This is an optimization exercise on Yosys and OpenROAD, whose aim is a short achievable clock period and few clock cycles, not a production implementation.
Only simulation tests tie the RTL to the original design; equivalence was not proved.
No activity file was given, so power comes from the tool's default toggle rates.

==> design/flow/run.sh <==
#!/bin/bash
# synth_recipe.tcl (not shown) runs the flow's synth.tcl, then flattens the netlist and writes it again
# the make line also repeats each setting of config.mk as NAME=value (left out here)
make -C /OpenROAD-flow-scripts/flow DESIGN_CONFIG=/design/flow/config.mk WORK_HOME=/design/flow/orfs CLKGATE_MAP_FILE= SYNTH_SCRIPT=/design/flow/synth_recipe.tcl finish
==> design/flow/config.mk <==
export PLATFORM = sky130hd
export DESIGN_NAME = CPU
export DESIGN_NICKNAME = CPU
export VERILOG_FILES = /design/flow/design.v
export SDC_FILE = /design/flow/constraint.sdc
export NUM_CORES = 4
export LEC_CHECK = 0
export ABC_CLOCK_PERIOD_IN_PS = 3000
export CAP_MARGIN = 20
export CORE_MARGIN = 2
export CORE_UTILIZATION = 40
export PLACE_DENSITY = 0.6
export SETUP_SLACK_MARGIN = 5
export SLEW_MARGIN = 20
==> design/flow/constraint.sdc <==
create_clock -name core_clock -period 8.5 [get_ports {clk}]
set_input_delay 1.7000 -clock core_clock [delete_from_list [all_inputs] [get_ports {clk}]]
set_output_delay 1.7000 -clock core_clock [all_outputs]
set_load 0.01 [all_outputs]
==> design/flow/design.v <==
module CPU(
    input  logic        clk,
    input  logic        rst,
    output logic [31:0] im_addr,
    input  logic [31:0] im_rdata,
    output logic [31:0] dm_addr,
    output logic [31:0] dm_wdata,
    output logic [3:0]  dm_web,
    input  logic [31:0] dm_rdata
);
localparam int BI   = 5;             
localparam int BN   = 1 << BI;       
localparam int TL   = BI + 2;        
logic [31:0] pc;
logic [31:0] pc_next;
logic [31:0] if_pc4;
logic        if_hit;
logic [31:1] if_tgt;
logic [BN-1:0]   btb_v;
logic [31:TL]    btb_tag [BN];
logic [31:1]     btb_tgt [BN];
logic        id_valid;
logic [31:0] id_pc;
logic [31:0] id_instr;
logic        id_ptk;
logic [31:1] id_ptgt;
logic [6:0]  id_op;
logic [4:0]  id_rd, id_rs1, id_rs2;
logic [2:0]  id_f3;
logic        id_f7b5;
logic        id_lui, id_auipc, id_jal, id_jalr, id_br, id_load, id_store, id_opimm, id_oprr;
logic        id_ctrl;
logic        id_use1, id_use2;
logic        id_regwrite;
logic [31:0] id_imm;
logic [31:0] id_pc4;
logic [31:0] id_btgt;
logic [31:0] id_rs1v, id_rs2v;
logic        id_ret, id_call;
logic        stall;
logic        id_redir;
logic [31:0] id_rtgt;
logic        id_new_ptk;
logic [31:1] id_new_ptgt;
logic        id_new_match;
logic [31:0] ras [4];
logic [1:0]  ras_sp;
logic [2:0]  ras_cnt;
logic        ex_valid;
logic [31:0] ex_pc;
logic [31:0] ex_pc4;
logic [31:0] ex_btgt;
logic [31:0] ex_a, ex_b, ex_s;
logic        ex_fa_m, ex_fa_w, ex_fb_m, ex_fb_w, ex_fs_m, ex_fs_w;
logic [4:0]  ex_rd;
logic [2:0]  ex_f3;
logic        ex_jal, ex_jalr, ex_br, ex_load, ex_store, ex_regwrite;
logic        ex_ptk, ex_match;
logic [31:1] ex_ptgt;
logic        ex_r_sum, ex_r_slt, ex_r_sltu, ex_r_xor, ex_r_or, ex_r_and, ex_r_sll, ex_r_srl, ex_r_pc4;
logic        ex_sub, ex_sra;
logic [31:0] a, b, s;
logic [31:0] sum;
logic [31:0] ex_result;
logic        cond, ex_taken;
logic        ex_redir;
logic [31:0] ex_tgt;
logic [3:0]  ex_web;
logic [31:0] ex_wdata;
logic [31:0] mem_result;
logic [4:0]  mem_rd;
logic        mem_regwrite;
logic        mem_load;
logic [2:0]  mem_f3;
logic [3:0]  mem_web;
logic [31:0] mem_wdata;
logic        mem_bwe;
logic [31:0] mem_bpc;
logic [31:1] mem_btgt;
logic [31:0] mem_ld;
logic [31:0] mem_wbdata;
logic [31:0] wb_data;
logic [4:0]  wb_rd;
logic        wb_we;
logic [31:0] regs [32];
assign im_addr = pc;
assign if_pc4  = pc + 32'd4;
always_comb begin
    if_hit = btb_v[pc[TL-1:2]] && (btb_tag[pc[TL-1:2]] == pc[31:TL]);
    if_tgt = btb_tgt[pc[TL-1:2]];
end
always_comb begin
    if (ex_redir)       pc_next = ex_tgt;
    else if (stall)     pc_next = pc;
    else if (id_redir)  pc_next = id_rtgt;
    else if (if_hit)    pc_next = {if_tgt, 1'b0};
    else                pc_next = if_pc4;
end
always_ff @(posedge clk or posedge rst) begin
    if (rst) pc <= 32'b0;
    else     pc <= pc_next;
end
always_ff @(posedge clk or posedge rst) begin
    if (rst) btb_v <= '0;
    else if (mem_bwe) btb_v[mem_bpc[TL-1:2]] <= 1'b1;
end
always_ff @(posedge clk) begin
    if (mem_bwe) begin
        btb_tag[mem_bpc[TL-1:2]] <= mem_bpc[31:TL];
        btb_tgt[mem_bpc[TL-1:2]] <= mem_btgt;
    end
end
always_ff @(posedge clk or posedge rst) begin
    if (rst)                              id_valid <= 1'b0;
    else if (ex_redir || (id_redir && !stall)) id_valid <= 1'b0;
    else if (!stall)                      id_valid <= 1'b1;
end
always_ff @(posedge clk) begin
    if (!stall) begin
        id_pc    <= pc;
        id_instr <= im_rdata;
        id_ptk   <= if_hit;
        id_ptgt  <= if_tgt;
    end
end
assign id_op   = id_instr[6:0];
assign id_rd   = id_instr[11:7];
assign id_f3   = id_instr[14:12];
assign id_rs1  = id_instr[19:15];
assign id_rs2  = id_instr[24:20];
assign id_f7b5 = id_instr[30];
assign id_lui   = (id_op == 7'b0110111);
assign id_auipc = (id_op == 7'b0010111);
assign id_jal   = (id_op == 7'b1101111);
assign id_jalr  = (id_op == 7'b1100111);
assign id_br    = (id_op == 7'b1100011);
assign id_load  = (id_op == 7'b0000011);
assign id_store = (id_op == 7'b0100011);
assign id_opimm = (id_op == 7'b0010011);
assign id_oprr  = (id_op == 7'b0110011);
assign id_ctrl  = id_jal || id_jalr || id_br;
assign id_use1 = id_jalr || id_br || id_load || id_store || id_opimm || id_oprr;
assign id_use2 = id_br || id_store || id_oprr;
assign id_regwrite = (id_lui || id_auipc || id_jal || id_jalr || id_load || id_opimm || id_oprr)
                     && (id_rd != 5'b0);
always_comb begin
    case (1'b1)
        id_store:          id_imm = {{20{id_instr[31]}}, id_instr[31:25], id_instr[11:7]};
        id_br:             id_imm = {{19{id_instr[31]}}, id_instr[31], id_instr[7], id_instr[30:25], id_instr[11:8], 1'b0};
        id_lui, id_auipc:  id_imm = {id_instr[31:12], 12'b0};
        id_jal:            id_imm = {{11{id_instr[31]}}, id_instr[31], id_instr[19:12], id_instr[20], id_instr[30:21], 1'b0};
        default:           id_imm = {{20{id_instr[31]}}, id_instr[31:20]};
    endcase
end
assign id_pc4  = id_pc + 32'd4;
assign id_btgt = id_pc + id_imm;
assign id_rs1v = (id_rs1 == 5'b0) ? 32'b0 : (wb_we && (wb_rd == id_rs1)) ? wb_data : regs[id_rs1];
assign id_rs2v = (id_rs2 == 5'b0) ? 32'b0 : (wb_we && (wb_rd == id_rs2)) ? wb_data : regs[id_rs2];
always_ff @(posedge clk) begin
    if (wb_we) regs[wb_rd] <= wb_data;
end
assign stall = id_valid && ex_valid && ex_load && (ex_rd != 5'b0) &&
               ((id_use1 && (ex_rd == id_rs1)) || (id_use2 && (ex_rd == id_rs2)));
assign id_call = (id_jal || id_jalr) && (id_rd == 5'd1 || id_rd == 5'd5);
assign id_ret  = id_jalr && (id_rs1 == 5'd1 || id_rs1 == 5'd5) && !(id_rd == 5'd1 || id_rd == 5'd5);
always_comb begin
    id_redir     = 1'b0;
    id_rtgt      = id_btgt;
    id_new_ptk   = id_ptk;
    id_new_ptgt  = id_ptgt;
    id_new_match = (id_ptgt == id_btgt[31:1]);
    if (id_valid) begin
        if (!id_ctrl && id_ptk) begin
            id_redir   = 1'b1;
            id_rtgt    = id_pc4;
            id_new_ptk = 1'b0;
        end
        else if ((id_jal || (id_br && id_instr[31])) && !id_ptk) begin
            id_redir     = 1'b1;
            id_rtgt      = id_btgt;
            id_new_ptk   = 1'b1;
            id_new_match = 1'b1;
        end
        else if (id_ret && (ras_cnt != 3'd0) && (!id_ptk || (id_ptgt != ras[ras_sp][31:1]))) begin
            id_redir    = 1'b1;
            id_rtgt     = {ras[ras_sp][31:1], 1'b0};
            id_new_ptk  = 1'b1;
            id_new_ptgt = ras[ras_sp][31:1];
        end
    end
end
logic id_adv;
assign id_adv = id_valid && !stall && !ex_redir;
always_ff @(posedge clk or posedge rst) begin
    if (rst) begin
        ras_sp  <= 2'd0;
        ras_cnt <= 3'd0;
    end
    else if (id_adv) begin
        if (id_call && !id_ret) begin
            ras_sp  <= ras_sp + 2'd1;
            ras_cnt <= (ras_cnt == 3'd4) ? 3'd4 : ras_cnt + 3'd1;
        end
        else if (id_ret && !id_call) begin
            ras_sp  <= ras_sp - 2'd1;
            ras_cnt <= (ras_cnt == 3'd0) ? 3'd0 : ras_cnt - 3'd1;
        end
    end
end
always_ff @(posedge clk) begin
    if (id_adv && id_call) begin
        if (id_ret) ras[ras_sp] <= id_pc4;
        else        ras[ras_sp + 2'd1] <= id_pc4;
    end
end
logic fwd1_m, fwd1_w, fwd2_m, fwd2_w;
assign fwd1_m = ex_valid && ex_regwrite && (ex_rd == id_rs1);
assign fwd1_w = mem_regwrite && (mem_rd == id_rs1);
assign fwd2_m = ex_valid && ex_regwrite && (ex_rd == id_rs2);
assign fwd2_w = mem_regwrite && (mem_rd == id_rs2);
always_ff @(posedge clk or posedge rst) begin
    if (rst)                    ex_valid <= 1'b0;
    else if (ex_redir || stall) ex_valid <= 1'b0;
    else                        ex_valid <= id_valid;
end
always_ff @(posedge clk) begin
    ex_pc   <= id_pc;
    ex_pc4  <= id_pc4;
    ex_btgt <= id_btgt;
    ex_a    <= (id_lui) ? 32'b0 : (id_auipc || id_jal) ? id_pc : id_rs1v;
    ex_b    <= id_oprr ? id_rs2v : id_imm;
    ex_s    <= id_rs2v;
    ex_fa_m <= id_use1 && fwd1_m;
    ex_fa_w <= id_use1 && !fwd1_m && fwd1_w;
    ex_fb_m <= id_oprr && fwd2_m;
    ex_fb_w <= id_oprr && !fwd2_m && fwd2_w;
    ex_fs_m <= id_use2 && fwd2_m;
    ex_fs_w <= id_use2 && !fwd2_m && fwd2_w;
    ex_rd   <= id_rd;
    ex_f3   <= id_f3;
    ex_jal  <= id_jal;
    ex_jalr <= id_jalr;
    ex_br   <= id_br;
    ex_load <= id_load;
    ex_store <= id_store;
    ex_regwrite <= id_regwrite;
    ex_ptk   <= id_new_ptk;
    ex_ptgt  <= id_new_ptgt;
    ex_match <= id_new_match;
    ex_r_sum  <= (id_oprr && (id_f3 == 3'b000)) || (id_opimm && id_f3 == 3'b000) ||
                 id_lui || id_auipc || id_load || id_store || id_jalr || id_br;
    ex_sub    <= id_oprr && (id_f3 == 3'b000) && id_f7b5;
    ex_r_slt  <= (id_oprr || id_opimm) && (id_f3 == 3'b010) && !(id_oprr && id_f7b5);
    ex_r_sltu <= (id_oprr || id_opimm) && (id_f3 == 3'b011) && !(id_oprr && id_f7b5);
    ex_r_xor  <= (id_oprr || id_opimm) && (id_f3 == 3'b100) && !(id_oprr && id_f7b5);
    ex_r_or   <= (id_oprr || id_opimm) && (id_f3 == 3'b110) && !(id_oprr && id_f7b5);
    ex_r_and  <= (id_oprr || id_opimm) && (id_f3 == 3'b111) && !(id_oprr && id_f7b5);
    ex_r_sll  <= (id_oprr || id_opimm) && (id_f3 == 3'b001) && !(id_oprr && id_f7b5);
    ex_r_srl  <= (id_oprr || id_opimm) && (id_f3 == 3'b101);
    ex_sra    <= id_f7b5;
    ex_r_pc4  <= id_jal || id_jalr;
end
assign a = ex_fa_m ? mem_result : ex_fa_w ? wb_data : ex_a;
assign b = ex_fb_m ? mem_result : ex_fb_w ? wb_data : ex_b;
assign s = ex_fs_m ? mem_result : ex_fs_w ? wb_data : ex_s;
assign sum = ex_sub ? (a - b) : (a + b);
always_comb begin
    ex_result = 32'b0;
    if (ex_r_sum)  ex_result = ex_result | sum;
    if (ex_r_slt)  ex_result = ex_result | {31'b0, $signed(a) < $signed(b)};
    if (ex_r_sltu) ex_result = ex_result | {31'b0, a < b};
    if (ex_r_xor)  ex_result = ex_result | (a ^ b);
    if (ex_r_or)   ex_result = ex_result | (a | b);
    if (ex_r_and)  ex_result = ex_result | (a & b);
    if (ex_r_sll)  ex_result = ex_result | (a << b[4:0]);
    if (ex_r_srl)  ex_result = ex_result | 32'($signed({ex_sra & a[31], a}) >>> b[4:0]);
    if (ex_r_pc4)  ex_result = ex_pc4;
end
always_comb begin
    case (ex_f3)
        3'b000:  cond = (a == s);
        3'b001:  cond = (a != s);
        3'b100:  cond = ($signed(a) < $signed(s));
        3'b101:  cond = !($signed(a) < $signed(s));
        3'b110:  cond = (a < s);
        3'b111:  cond = !(a < s);
        default: cond = 1'b0;
    endcase
end
assign ex_taken = ex_jal || (ex_br && cond);
always_comb begin
    ex_redir = 1'b0;
    if (ex_valid) begin
        if (ex_jal || ex_br)
            ex_redir = (ex_taken != ex_ptk) || (ex_taken && !ex_match);
        else if (ex_jalr)
            ex_redir = !ex_ptk || (ex_ptgt != sum[31:1]);
    end
end
always_comb begin
    if (ex_jalr)       ex_tgt = {sum[31:1], 1'b0};
    else if (ex_taken) ex_tgt = ex_btgt;
    else               ex_tgt = ex_pc4;
end
always_comb begin
    ex_web   = 4'b1111;
    ex_wdata = s;
    case (ex_f3)
        3'b000: begin
            ex_wdata = {4{s[7:0]}};
            case (sum[1:0])
                2'b00: ex_web = 4'b1110;
                2'b01: ex_web = 4'b1101;
                2'b10: ex_web = 4'b1011;
                2'b11: ex_web = 4'b0111;
            endcase
        end
        3'b001: begin
            ex_wdata = {2{s[15:0]}};
            case (sum[1:0])
                2'b00: ex_web = 4'b1100;
                2'b10: ex_web = 4'b0011;
                default: ex_web = 4'b1111;
            endcase
        end
        3'b010: ex_web = 4'b0000;
        default: ex_web = 4'b1111;
    endcase
end
always_ff @(posedge clk or posedge rst) begin
    if (rst) begin
        mem_regwrite <= 1'b0;
        mem_web      <= 4'b1111;
        mem_bwe      <= 1'b0;
    end
    else begin
        mem_regwrite <= ex_valid && ex_regwrite;
        mem_web      <= (ex_valid && ex_store) ? ex_web : 4'b1111;
        mem_bwe      <= ex_valid && (ex_taken || ex_jalr);
    end
end
always_ff @(posedge clk) begin
    mem_result <= ex_result;
    mem_rd     <= ex_rd;
    mem_load   <= ex_load;
    mem_f3     <= ex_f3;
    mem_wdata  <= ex_wdata;
    mem_bpc    <= ex_pc;
    mem_btgt   <= ex_tgt[31:1];
end
assign dm_addr  = mem_result;
assign dm_wdata = mem_wdata;
assign dm_web   = mem_web;
always_comb begin
    case (mem_f3)
        3'b000: case (mem_result[1:0])
                    2'b00: mem_ld = {{24{dm_rdata[7]}},  dm_rdata[7:0]};
                    2'b01: mem_ld = {{24{dm_rdata[15]}}, dm_rdata[15:8]};
                    2'b10: mem_ld = {{24{dm_rdata[23]}}, dm_rdata[23:16]};
                    2'b11: mem_ld = {{24{dm_rdata[31]}}, dm_rdata[31:24]};
                endcase
        3'b001: mem_ld = mem_result[1] ? {{16{dm_rdata[31]}}, dm_rdata[31:16]}
                                       : {{16{dm_rdata[15]}}, dm_rdata[15:0]};
        3'b100: case (mem_result[1:0])
                    2'b00: mem_ld = {24'b0, dm_rdata[7:0]};
                    2'b01: mem_ld = {24'b0, dm_rdata[15:8]};
                    2'b10: mem_ld = {24'b0, dm_rdata[23:16]};
                    2'b11: mem_ld = {24'b0, dm_rdata[31:24]};
                endcase
        3'b101: mem_ld = mem_result[1] ? {16'b0, dm_rdata[31:16]} : {16'b0, dm_rdata[15:0]};
        default: mem_ld = dm_rdata;
    endcase
end
assign mem_wbdata = mem_load ? mem_ld : mem_result;
always_ff @(posedge clk or posedge rst) begin
    if (rst) wb_we <= 1'b0;
    else     wb_we <= mem_regwrite;
end
always_ff @(posedge clk) begin
    wb_data <= mem_wbdata;
    wb_rd   <= mem_rd;
end
endmodule
==> flow_summary.json <==
{
  "status": "no timing/DRC/antenna violations",
  "grt_usage_pct": 28.59,
  "critPathKind": "reg2reg",
  "drc_errors": 0,
  "cp-end-kind": "flop",
  "setup_tns_ns": 0,
  "relSlewSlack_pct": 19.67,
  "grt_pass1_vias": 96080,
  "synth_area_per_cell_sq_um": 16.87,
  "rsz0062_at_grt": "yes",
  "crit_fanout": 17,
  "io_pins": 166,
  "drt-initial-drc-count": 14170,
  "io_buffer_count": 165,
  "clk_pin_slew_ns": 0.06,
  "syn_to_final_growth_pct": 20.64,
  "skew_ns": 0.1052,
  "via_per_inst": 6.378,
  "stdcell_count": 15600,
  "antenna_found_initial": 46,
  "synth-edff-count": 3036,
  "gp_congestion": 0.9895,
  "synthesis.nets": 9541,
  "clk_latency_ns": 1.00,
  "min_period_ns": 5.362,
  "ys_seq_elements": 3549,
  "synth_ff_type": "edfxtp_1",
  "leakage_nw": 63.53,
  "drive_gt1_share_pct": 33.51,
  "worst_slew_pin_slew_ns": 1.198,
  "vdd_drop_max_v": 0.0002591,
  "die_h_um": 630.2,
  "clockBufferDepth": 4,
  "firstDrtPassIters": 6,
  "arrival_ns": 5.98,
  "core_area_sq_mm": 0.3897,
  "avgRoutedWirePerCell_um": 37.38,
  "hpwl_um": 355100,
  "met2_usage_pct": 44.80,
  "syn_area_sq_mm": 0.1569,
  "root_buffer": "clkbuf_16",
  "grt_overflow": 0,
  "p_per_area_mw_per_mm2": 292.4,
  "grt_use_met3_pct": 5.409,
  "setup_ws_ns": 3.138,
  "worstPathRequired_ns": 9.12,
  "clock_sink_count": 3549,
  "async_flop_share_pct": 2.198,
  "dp.cells": 14380,
  "rrSetupSlack_ns": 3.14,
  "synthCells": 9300,
  "htreeDepth": 5,
  "cts_tree": "yes",
  "hold_violations": 0,
  "nFillCells": 32500,
  "ys_seq_area_share_pct": 64.92,
  "grt_busiest_layer": "met2",
  "nNetsFinal": 10310,
  "vias": 99500,
  "numCtsBuffers": 368,
  "drv_cap": 0,
  "chipWidth_um": 630.2,
  "start_util_pct": 40.25,
  "timing.final.max_slew_violations": 0,
  "period_share_pct": 63.08,
  "setup-violations-final": 0,
  "fmax_ghz": 0.1865,
  "synth-warning-count": 1,
  "startpoint_type": "flop",
  "use_met1_pct": 38.42,
  "dp_slack_ns": 1.696,
  "std_cell_rows": 229,
  "dieArea_sq_mm": 0.3972,
  "wl_um": 583100,
  "grt_first_pass_wirelength_um": 792800,
  "min_path_type": "reg2reg",
  "ant_nets": 0,
  "grt_max_degree": 85,
  "synth.distinct_cells": 108
}
final timing paths:
check / cells after the start / start / end
worst max-delay path: 21 / ex_fa_w / ras[0][27]
worst min-delay path: 0 / ex_pc[20] / mem_bpc[20]
worst max register to register: 21 / ex_fa_w / ras[0][27]
worst min register to register: 0 / ex_pc[20] / mem_bpc[20]
max in group asynchronous: 3 / rst / ras_sp[0]
min in group asynchronous: 2 / rst / btb_v[24]
critical path, cell delays in order (launching register included):
cell and delay [ns]:
dfxtp_4 0.40, buf_12 0.14, buf_16 0.13, buf_4 0.15
mux2i_1 0.12, o21a_1 0.22, ha_1 0.27, buf_4 0.28
inv_1 0.21, o21bai_2 0.24, a21oi_1 0.10, o21ai_0 0.32
a31oi_1 0.18, a211oi_1 0.40, nand4_1 0.20, nor4b_2 0.39
and4b_2 0.32, and3_4 0.23, a21oi_4 0.12, nor3_4 0.26
buf_6 0.18, buf_12 0.15
through the flow:
stage,area [sq um],hold slack [ns],power [mW],util (%)
3_3_place_gp,166000,0.3139,36.05,42.59
3_5_place_dp,166100,0.3121,36.22,42.62
2_1_floorplan,157700,0.3096,30.20,-
5_1_grt,189200,0.3372,56.72,48.56
4_1_cts,186400,0.3264,54.48,47.84
6_report,189200,0.3284,55.34,48.56
sequential cells by signal (all words and copies together), names as in the netlist, 124 cells and up, named ones only:
register  count
ras         124
btb_tag     800
regs       1024
btb_tgt     992
what timing repair did:
| item | 4_1_cts | 5_1_grt |
|---|---|---|
| hold buffers | 0 | 0 |
| endpoints found under the setup margin | 1007 | 497 |
| pin swaps | 168 | 119 |
| cloned | 43 | 12 |
| buffers inserted | 327 | 132 |
| gates resized for setup | 1105 | 290 |
synthesized netlist by cell type (all sizes together) (59+ instances only):
cell type  instances  area (sq um)
edfxtp          3036         91170
mux4            1172         26400
nand2            547          2053
nor2             527          1983
dfxtp            435          8708
mux2i            394          3944
a21oi            364          1833
clkbuf           349          1311
o21ai            279          1396
buf              235          1196
ha               172          2152
xnor2            170          1489
inv              169         634.4
mux2             127          1430
o211ai            88         670.6
nor3              85         447.9
a211oi            81         623.1
a22oi             79         593.1
xor2              79         691.9
dfrtp             74          1852
nand3             74         370.4
o21a              59         450.4
per-layer routing:
metal	wire length [um]	vias to the layer above
li1	-	39100
met1	220500	52660
met2	269900	6459
met3	58600	1262
met4	34030	12
met5	85	-
cell type report:
| type | count | area, sq um | share of cell area, % |
|---|---|---|---|
| Antenna cell | 23 | 57.56 | 0.03042 |
| Clock buffer | 477 | 9937 | 5.251 |
| Clock inverter | 208 | 2097 | 1.108 |
| Inverter | 176 | 718.2 | 0.3795 |
| Multi-Input combinational cell | 5000 | 57010 | 30.13 |
| Sequential cell | 3549 | 102100 | 53.98 |
| Tap cell | 5197 | 6502 | 3.436 |
| Timing Repair Buffer | 969 | 10770 | 5.690 |
cells by family after synthesis:
group / count (synthesis) / synth area share [%]
fa+ha+maj: 175 / 1.410
mux: 1693 / 20.25
compound gates: 1340 / 5.553
buf+inv: 760 / 2.020
xor+xnor: 253 / 1.449
simple gates: 1530 / 4.395
flops: 3549 / 64.92
placed cells by master (no fill, tap or decap), types with 50 or more instances in the layout:
| cell | instances |
|---|---|
| xor2_1 | 65 |
| buf_4 | 517 |
| xnor2_1 | 131 |
| nand2_1 | 517 |
| nand4_1 | 50 |
| inv_1 | 150 |
| clkdlybuf4s50_1 | 73 |
| mux2i_1 | 327 |
| nor2_4 | 76 |
| a21oi_1 | 302 |
| buf_12 | 74 |
| clkbuf_1 | 85 |
| a211oi_1 | 62 |
| o211ai_1 | 86 |
| dfxtp_4 | 59 |
| clkinv_2 | 69 |
| nor2_1 | 439 |
| a22oi_1 | 74 |
| ha_4 | 52 |
| dfxtp_1 | 358 |
| edfxtp_1 | 3036 |
| clkbuf_16 | 385 |
| mux4_2 | 1172 |
| nand3_1 | 61 |
| nor3_1 | 63 |
| buf_6 | 105 |
| ha_1 | 109 |
| clkinv_1 | 70 |
| dlygate4sd2_1 | 56 |
| mux2_2 | 103 |
| o21ai_0 | 187 |
report_power, final:
part / total, mW / internal [mW] / switching [mW]
clock: 16.3 / 9.29 / 6.99
sequential: 23.0 / 21.0 / 2.03
combinational: 16.0 / 6.83 / 9.21
Testbench counts, summed over its fixed seeds: cycles 112,258.

==> afterwards: timing with drivers on the ports <==
No port has a modelled driver above. Below, the same layout with a new extraction and two added sets of constraints. Step 1, drivers: a clkbuf_16 drives clk and a buf_2 each remaining input, both assumed. Step 2 adds t to the input delays and takes it off the output delays; t is the mean of the earliest and latest rising clock arrival at the registers after step 1. Input paths then give back, and output paths get back, about the clock's delay inside the block. Slacks: ideal / step 1 / step 2; pairs: ideal / step 1.
t, ns: 1.048
slack for setup (ns): 3.138 / 3.138 / 3.138
latest minus earliest clock arrival (ns): 0.109 / 0.109
After both steps this run still meets setup and hold. For this run, drivers alone change the setup slack by 0.000 ns; drivers and shift together by 0.000 ns.
